Background: an optimization exercise with open tools, aiming at small area and a short achievable clock period. Do not read the settings as production practice. Where RTL was checked, it was by simulation tests only, not by an equivalence proof against the original. No driver is modelled on the clock port, so clock power and skew are understated where the tree is cut down; a real chip needs a root buffer or a tree. Power and IR drop assume default switching activity.

## zinc
==> flow/design.v <==
module cpu(out, in, clk, reset);
input  [7:0] in;
input        clk, reset;
output [7:0] out;
reg [7:0]   out;
reg [7:0]   reg_a, reg_b, reg_c, mem_d;
reg [7:0]   alu_p, alu_g;               
reg         alu_c;                      
reg [127:0] mem;                        
reg [3:0]   op;                         
reg [3:0]   addr;                       
reg         st0, st2, st3;              
reg         mem_wr;                     
wire op_alu = st0 & ~op[3] & ~(op[2] & op[1]);       
wire op_6   = st0 & (op == 4'h6);
wire op_7   = st0 & (op == 4'h7);
wire op_8   = st0 & (op == 4'h8);
wire op_9b  = st0 & (op == 4'h9 || op == 4'hB);
wire op_ac  = st0 & (op == 4'hA || op == 4'hC);
wire op_a   = st0 & (op == 4'hA);
wire op_c   = st0 & (op == 4'hC);
wire op_d   = st0 & (op == 4'hD);
wire op_e   = st0 & (op == 4'hE);
wire op_f   = st0 & (op == 4'hF);
wire nx_s0 = ~reset & ~(op_6 | op_7 | op_8 | op_ac);
always @(posedge clk) begin
	op     <= in[7:4];
	addr   <= in[3:0] & {4{nx_s0}};
	st0    <= nx_s0;
	st2    <= ~reset & op_a;
	st3    <= ~reset & op_c;
	mem_wr <= nx_s0 & in[7] & ((~in[6] & ~in[5]) | (in[6] & in[5] & in[4]));
end
wire nr = ~reset;
wire a_in = nr & op_6, a_c = nr & op_d, a_h = nr & ~(op_6 | op_d);
wire b_in = nr & op_7, b_c = nr & op_e, b_h = nr & ~(op_7 | op_e);
wire c_alu = nr & op_alu, c_d = nr & st2, c_h = nr & ~(op_alu | st2);
wire o_in = nr & op_8, o_c = nr & op_9b, o_d = nr & (op_ac | st3);
wire o_h  = nr & ~(op_8 | op_9b | op_ac | st3 | op_f);
wire [7:0] a_nx = (in & {8{a_in}}) | (reg_c & {8{a_c}}) | (reg_a & {8{a_h}});
wire [7:0] b_nx = (in & {8{b_in}}) | (reg_c & {8{b_c}}) | (reg_b & {8{b_h}});
wire [2:0] f = in[6:4];
wire inv_a = f[2] & f[0];
wire use_b = ~f[1] & ~(f[2] & f[0]);
wire inv_b = f[0] & ~f[2];
wire [7:0] a_sel = op_d ? reg_c : reg_a;
wire [7:0] b_sel = op_e ? reg_c : reg_b;
wire [7:0] alu_x = a_sel ^ {8{inv_a}};
wire [7:0] alu_y = (b_sel & {8{use_b}}) ^ {8{inv_b}};
always @(posedge clk) begin
	alu_p <= alu_x ^ alu_y;
	alu_g <= alu_x & alu_y;
	alu_c <= f[2] | (f[1] ^ f[0]);
end
reg  [8:0] cg, cp, cgn, cpn;
integer k, s;
always @(*) begin
	cg = {alu_g, alu_c};
	cp = {alu_p, 1'b0};
	for (s = 1; s < 9; s = s * 2) begin
		cgn = cg; cpn = cp;
		for (k = s; k < 9; k = k + 1) begin
			cgn[k] = cg[k] | (cp[k] & cg[k-s]);
			cpn[k] = cp[k] & cp[k-s];
		end
		cg = cgn; cp = cpn;
	end
end
wire [7:0] alu_out = alu_p ^ cg[7:0];
wire [7:0] mem_wd = (in & {8{~op[0]}}) | (reg_c & {8{op[0] & ~op[1]}});
reg [15:0] wsel, rsel;
reg [7:0]  rd;
integer i;
always @(*) begin
	rd = 8'd0;
	for (i = 0; i < 16; i = i + 1) begin
		rsel[i] = (addr == i);
		wsel[i] = mem_wr & rsel[i];
		rd = rd | (mem[8*i +: 8] & {8{rsel[i]}});
	end
end
always @(posedge clk) begin
	for (i = 0; i < 16; i = i + 1)
		if (wsel[i])
			mem[8*i +: 8] <= mem_wd;
	if (!mem_wr)
		mem_d <= rd;
end
always @(posedge clk) begin
	reg_a <= a_nx;
	reg_b <= b_nx;
	reg_c <= (alu_out & {8{c_alu}}) | (mem_d & {8{c_d}}) | (reg_c & {8{c_h}});
	out   <= (in & {8{o_in}}) | (reg_c & {8{o_c}}) | (mem_d & {8{o_d}}) | (out & {8{o_h}});
end
endmodule
export LEC_CHECK = 0
export CAP_MARGIN = 20
export CORE_MARGIN = 2
export CORE_UTILIZATION = 40
export SETUP_SLACK_MARGIN = 2.2
export SLEW_MARGIN = 20
create_clock -name core_clock -period 4.0 [get_ports {clk}]
run.sh (not shown) runs the stock make flow with config.mk's settings and CLKGATE_MAP_FILE= SYNTH_SCRIPT=/design/flow/synth_recipe.tcl, a recipe that flattens the netlist after the stock synthesis.
Input-level comparison between violet and zinc:
diff --git a/flow/design.v b/flow/design.v
--- a/flow/design.v
+++ b/flow/design.v
@@ -9,5 +9,5 @@
 reg [127:0] mem;                        
 reg [3:0]   op;                         
-reg [3:0]   addr;                       
+reg [3:0]   a_lo, a_hi;                 
 reg         st0, st2, st3;              
 reg         mem_wr;                     
@@ -26,5 +26,6 @@
 always @(posedge clk) begin
 	op     <= in[7:4];
-	addr   <= in[3:0] & {4{nx_s0}};
+	a_lo   <= nx_s0 ? (4'b0001 << in[1:0]) : 4'b0001;
+	a_hi   <= nx_s0 ? (4'b0001 << in[3:2]) : 4'b0001;
 	st0    <= nx_s0;
 	st2    <= ~reset & op_a;
@@ -75,5 +76,5 @@
 	rd = 8'd0;
 	for (i = 0; i < 16; i = i + 1) begin
-		rsel[i] = (addr == i);
+		rsel[i] = a_hi[i / 4] & a_lo[i % 4];
 		wsel[i] = mem_wr & rsel[i];
 		rd = rd | (mem[8*i +: 8] & {8{rsel[i]}});
### Flow results
Going from zinc to violet, slew at the pin closest to its max-slew limit grows by 0.19 ns.
Non-clock buffer count, zinc and violet: higher on zinc
Compared with zinc, in violet DRC violations left barely changed; cell area dropped 6.0%.
Between zinc and violet, the flow reports post-synthesis net count decreasing by a few percent.

---

the baseline:
Another version of the RTL of cpu (not shown whole).
For scale: about 580 cells after synthesis, about 210 flip-flops, ~18 I/O pins.
==> module cpu, before the edit <==
module cpu(out, in, clk, reset);
input  [7:0] in;
input        clk, reset;
output [7:0] out;
reg [7:0]   out;
reg [7:0]   reg_a, reg_b, reg_c, mem_d;
reg [7:0]   alu_p, alu_g;               
reg         alu_c;                      
reg [127:0] mem;                        
reg [3:0]   a_lo, a_hi;                 
reg         c_alu;                      
reg         a_in, b_in, o_in;           
reg         o_c;                        
reg         ld_a, ld_c;                 
reg         a_c, b_c;                   
reg         o_z;                        
reg         mem_wr;                     
reg         st2, st3;                   
wire nx_s0 = ~reset & ~(a_in | b_in | o_in | ld_a | ld_c);
wire [15:0] nop = {15'd0, nx_s0} << in[7:4];
always @(posedge clk) begin
	c_alu  <= nop[0] | nop[1] | nop[2] | nop[3] | nop[4] | nop[5];
	a_in   <= nop[6];
	b_in   <= nop[7];
	o_in   <= nop[8];
	o_c    <= nop[9] | nop[11];
	ld_a   <= nop[10];
	ld_c   <= nop[12];
	a_c    <= nop[13];
	b_c    <= nop[14];
	o_z    <= nop[15];
	mem_wr <= nop[8] | nop[9] | nop[15];
	st2    <= ~reset & ld_a;
	st3    <= ~reset & ld_c;
	a_lo   <= nx_s0 ? (4'b0001 << in[1:0]) : 4'b0001;
	a_hi   <= nx_s0 ? (4'b0001 << in[3:2]) : 4'b0001;
end
wire [2:0] f = in[6:4];
wire inv_a = f[2] & f[0];
wire use_b = ~f[1] & ~(f[2] & f[0]);
wire inv_b = f[0] & ~f[2];
wire [7:0] a_sel = a_c ? reg_c : reg_a;
wire [7:0] b_sel = b_c ? reg_c : reg_b;
wire [7:0] alu_x = a_sel ^ {8{inv_a}};
wire [7:0] alu_y = (b_sel & {8{use_b}}) ^ {8{inv_b}};
always @(posedge clk) begin
	alu_p <= alu_x ^ alu_y;
	alu_g <= alu_x & alu_y;
	alu_c <= f[2] | (f[1] ^ f[0]);
end
wire [7:0] g1n, p1n, g2, p2, g3n;
wire [7:0] alu_out;
assign g1n[0] = 1'b0;                   
alu_aoi21 l1g1 (.y(g1n[1]), .a1(alu_p[0]), .a2(alu_c), .b1(alu_g[0]));
genvar gk;
generate
	for (gk = 2; gk < 8; gk = gk + 1) begin : l1
		alu_aoi21 g (.y(g1n[gk]), .a1(alu_p[gk-1]), .a2(alu_g[gk-2]), .b1(alu_g[gk-1]));
		alu_nand2 p (.y(p1n[gk]), .a(alu_p[gk-1]), .b(alu_p[gk-2]));
	end
endgenerate
assign p1n[1:0] = 2'b11;                
wire alu_c_n;
alu_inv   l1c  (.y(alu_c_n), .a(alu_c));
alu_inv   l2g1 (.y(g2[1]), .a(g1n[1]));
alu_oai21 l2g2 (.y(g2[2]), .a1(p1n[2]), .a2(alu_c_n), .b1(g1n[2]));
alu_oai21 l2g3 (.y(g2[3]), .a1(p1n[3]), .a2(g1n[1]), .b1(g1n[3]));
generate
	for (gk = 4; gk < 8; gk = gk + 1) begin : l2
		alu_oai21 g (.y(g2[gk]), .a1(p1n[gk]), .a2(g1n[gk-2]), .b1(g1n[gk]));
		alu_nor2  p (.y(p2[gk]), .a(p1n[gk]), .b(p1n[gk-2]));
	end
endgenerate
assign g2[0] = alu_c;
assign p2[3:0] = 4'd0;                  
generate
	for (gk = 4; gk < 8; gk = gk + 1) begin : l3
		alu_aoi21 g (.y(g3n[gk]), .a1(p2[gk]), .a2(g2[gk-4]), .b1(g2[gk]));
	end
endgenerate
assign g3n[3:0] = 4'd0;                 
alu_xor2  s0 (.y(alu_out[0]), .a(alu_p[0]), .b(alu_c));
alu_xnor2 s1 (.y(alu_out[1]), .a(alu_p[1]), .b(g1n[1]));
alu_xor2  s2 (.y(alu_out[2]), .a(alu_p[2]), .b(g2[2]));
alu_xor2  s3 (.y(alu_out[3]), .a(alu_p[3]), .b(g2[3]));
generate
	for (gk = 4; gk < 8; gk = gk + 1) begin : sh
		alu_xnor2 s (.y(alu_out[gk]), .a(alu_p[gk]), .b(g3n[gk]));
	end
endgenerate
wire [7:0] mem_wd = (in & {8{o_in}}) | (reg_c & {8{o_c}});
reg [15:0] wsel, rsel;
integer i;
always @(*) begin
	for (i = 0; i < 16; i = i + 1) begin
		rsel[i] = a_hi[i / 4] & a_lo[i % 4];
		wsel[i] = mem_wr & rsel[i];
	end
end
wire [7:0] rd;
genvar gb, gp;
generate
	for (gb = 0; gb < 8; gb = gb + 1) begin : rdb
		wire [7:0] u;
		wire [1:0] v;
		for (gp = 0; gp < 8; gp = gp + 1) begin : rdp
			rd_aoi22 t (.y(u[gp]), .a1(rsel[2*gp]), .a2(mem[16*gp + gb]),
			            .b1(rsel[2*gp+1]), .b2(mem[16*gp + 8 + gb]));
		end
		rd_nand4 n0 (.y(v[0]), .a(u[0]), .b(u[1]), .c(u[2]), .d(u[3]));
		rd_nand4 n1 (.y(v[1]), .a(u[4]), .b(u[5]), .c(u[6]), .d(u[7]));
		rd_or2   o  (.y(rd[gb]), .a(v[0]), .b(v[1]));
	end
endgenerate
always @(posedge clk) begin
	for (i = 0; i < 16; i = i + 1)
		if (wsel[i])
			mem[8*i +: 8] <= mem_wd;
	if (!mem_wr)
		mem_d <= rd;
end
wire o_d = ld_a | ld_c | st3;
wire a_h = ~(a_in | a_c);
wire b_h = ~(b_in | b_c);
wire c_h = ~(c_alu | st2);
wire o_h = ~(o_in | o_c | o_d | o_z);
always @(posedge clk) begin
	if (reset) begin
		reg_a <= 8'd0;
		reg_b <= 8'd0;
		reg_c <= 8'd0;
		out   <= 8'd0;
	end else begin
		reg_a <= (in & {8{a_in}}) | (reg_c & {8{a_c}}) | (reg_a & {8{a_h}});
		reg_b <= (in & {8{b_in}}) | (reg_c & {8{b_c}}) | (reg_b & {8{b_h}});
		reg_c <= (alu_out & {8{c_alu}}) | (mem_d & {8{st2}}) | (reg_c & {8{c_h}});
		out   <= (in & {8{o_in}}) | (reg_c & {8{o_c}}) | (mem_d & {8{o_d}}) | (out & {8{o_h}});
	end
end
endmodule
clock: 4.0 ns
lec_check: 0
cap_margin: 20
core_margin: 2
core_utilization: 40
setup_slack_margin: 2.4
slew_margin: 20
synth_hierarchical: 1
standard.sh (not shown) runs the stock make flow with config.mk's settings and CLKGATE_MAP_FILE= SYNTH_SCRIPT=/design/flow/synth_recipe.tcl, a recipe that flattens the netlist after the stock synthesis.
==> flow/flow/run.sh <==
#!/bin/bash
# Own layout flow: the standard flow (standard.sh) with two changes:
#  - the port buffers are sky130_fd_sc_hd__buf_4 (buffer_ports' default pick
#    is a delay cell);
#  - the clock tree step is flow/cts.tcl: the clock port drives 4 clkbuf_8,
#    which drive 8 clkbuf_16 placed at the centres of k-means clusters of the
#    registers, instead of TritonCTS's H-tree, followed by the timing repair
#    and a greedy downsizing pass that keeps the worst slack.
# Each step's output goes to a log file of its own in the work folder.
set -euo pipefail
R=$(pwd)/orfs/results/$FLOW_PLATFORM/cpu/base
PB="BUFFER_PORTS_ARGS=-buffer_cell sky130_fd_sc_hd__buf_4"
bash standard.sh "$PB" place > log_1_place.txt 2>&1
RESULTS=$R CTS_NTOP=4 CTS_NLEAF=8 CTS_TOPBUF=sky130_fd_sc_hd__clkbuf_8 \
  CTS_LEAFBUF=sky130_fd_sc_hd__clkbuf_16 SETUP_MARGIN=2.4 \
  openroad -no_init -exit flow/cts.tcl > log_2_cts.txt 2>&1
cp "$R/4_1_cts.odb" "$R/4_cts.odb"
touch "$R/4_cts.sdc"
bash standard.sh "$PB" finish > log_3_finish.txt 2>&1
Other scripts of this flow, unchanged in this note and not shown: flow/flow/cts.tcl, flow/flow/downsize.tcl, flow/flow/mytree.tcl
Inputs modified between the baseline and the candidate:
diff --git a/flow/design.v b/flow/design.v
--- a/flow/design.v
+++ b/flow/design.v
@@ -111,12 +111,21 @@
 		rd_nand4 n1 (.y(v[1]), .a(u[4]), .b(u[5]), .c(u[6]), .d(u[7]));
 		rd_or2   o  (.y(rd[gb]), .a(v[0]), .b(v[1]));
 	end
 endgenerate
-always @(posedge clk) begin
-	for (i = 0; i < 16; i = i + 1)
-		if (wsel[i])
-			mem[8*i +: 8] <= mem_wd;
+wire [15:0] nwsel = ~wsel;
+wire [127:0] mem_nx;
+genvar gw, gm;
+generate
+	for (gw = 0; gw < 16; gw = gw + 1) begin : mw
+		for (gm = 0; gm < 8; gm = gm + 1) begin : mb
+			mem_ao22 m (.y(mem_nx[8*gw + gm]), .a1(wsel[gw]), .a2(mem_wd[gm]),
+			            .b1(nwsel[gw]), .b2(mem[8*gw + gm]));
+		end
+	end
+endgenerate
+always @(posedge clk) begin
+	mem <= mem_nx;
 	if (!mem_wr)
 		mem_d <= rd;
 end
 wire o_d = ld_a | ld_c | st3;
@@ -187,4 +196,9 @@
 input  a, b;
 output y;
 assign y = ~(a ^ b);
 endmodule
+module mem_ao22(y, a1, a2, b1, b2);
+input  a1, a2, b1, b2;
+output y;
+assign y = (a1 & a2) | (b1 & b2);
+endmodule
Findings:
Setup WNS the baseline -> the candidate: worse
Delta(highest cell delay on the worst timing path, the candidate - the baseline) > 0
The adder-cell share of the synthesized area on the baseline is in line with that on the candidate.
The candidate vs the baseline — met2 demand-to-capacity share in global routing rose 4.9 points.
The candidate: wire length on met1 is 12% higher than what the baseline reported.
Re routed wire length: the candidate is 15% up on the baseline.
Diff the baseline -> the candidate | worst vdd rail ir drop | increase of 31 uV
Area: the candidate vs the baseline -> the candidate smaller
The candidate vs the baseline on total routing resource utilization after global routing: the candidate is the higher one.
Function not checked in the candidate: the RTL went through the layout flow alone. In every run of this note, the design's own scripts or RTL, not TritonCTS, make the clock network.

[separate check: timing with driven ports]
The flow's constraints put no driver on any port. The routed layouts listed below were extracted and timed again, unchanged, in two steps. Step 1, drivers: a clkbuf_16 drives clk and a buf_2 each remaining input, both assumed. Step 2 also shifts input and output timing later by t, the mid clock arrival at the registers, as if the neighbouring blocks saw the same clock. Slacks: ideal / step 1 / step 2; pairs: ideal / step 1.
| run | t (ns) | setup WS [ns] | clock arrival spread, ns |
|---|---|---|---|
| zinc | 0.481 | 1.983 / 1.983 / 1.845 | 0.010 / 0.010 |
| violet | 0.481 | 2.074 / 2.074 / 1.764 | 0.015 / 0.015 |
| the baseline | 0.378 | 2.416 / 2.339 / 2.137 | 0.022 / 0.022 |
| the candidate | 0.371 | 2.335 / 2.334 / 2.100 | 0.024 / 0.024 |
After both steps every run listed still meets setup and hold. For violet, which loses most, drivers alone change the setup slack by 0.000 ns; drivers and shift together by -0.310 ns.
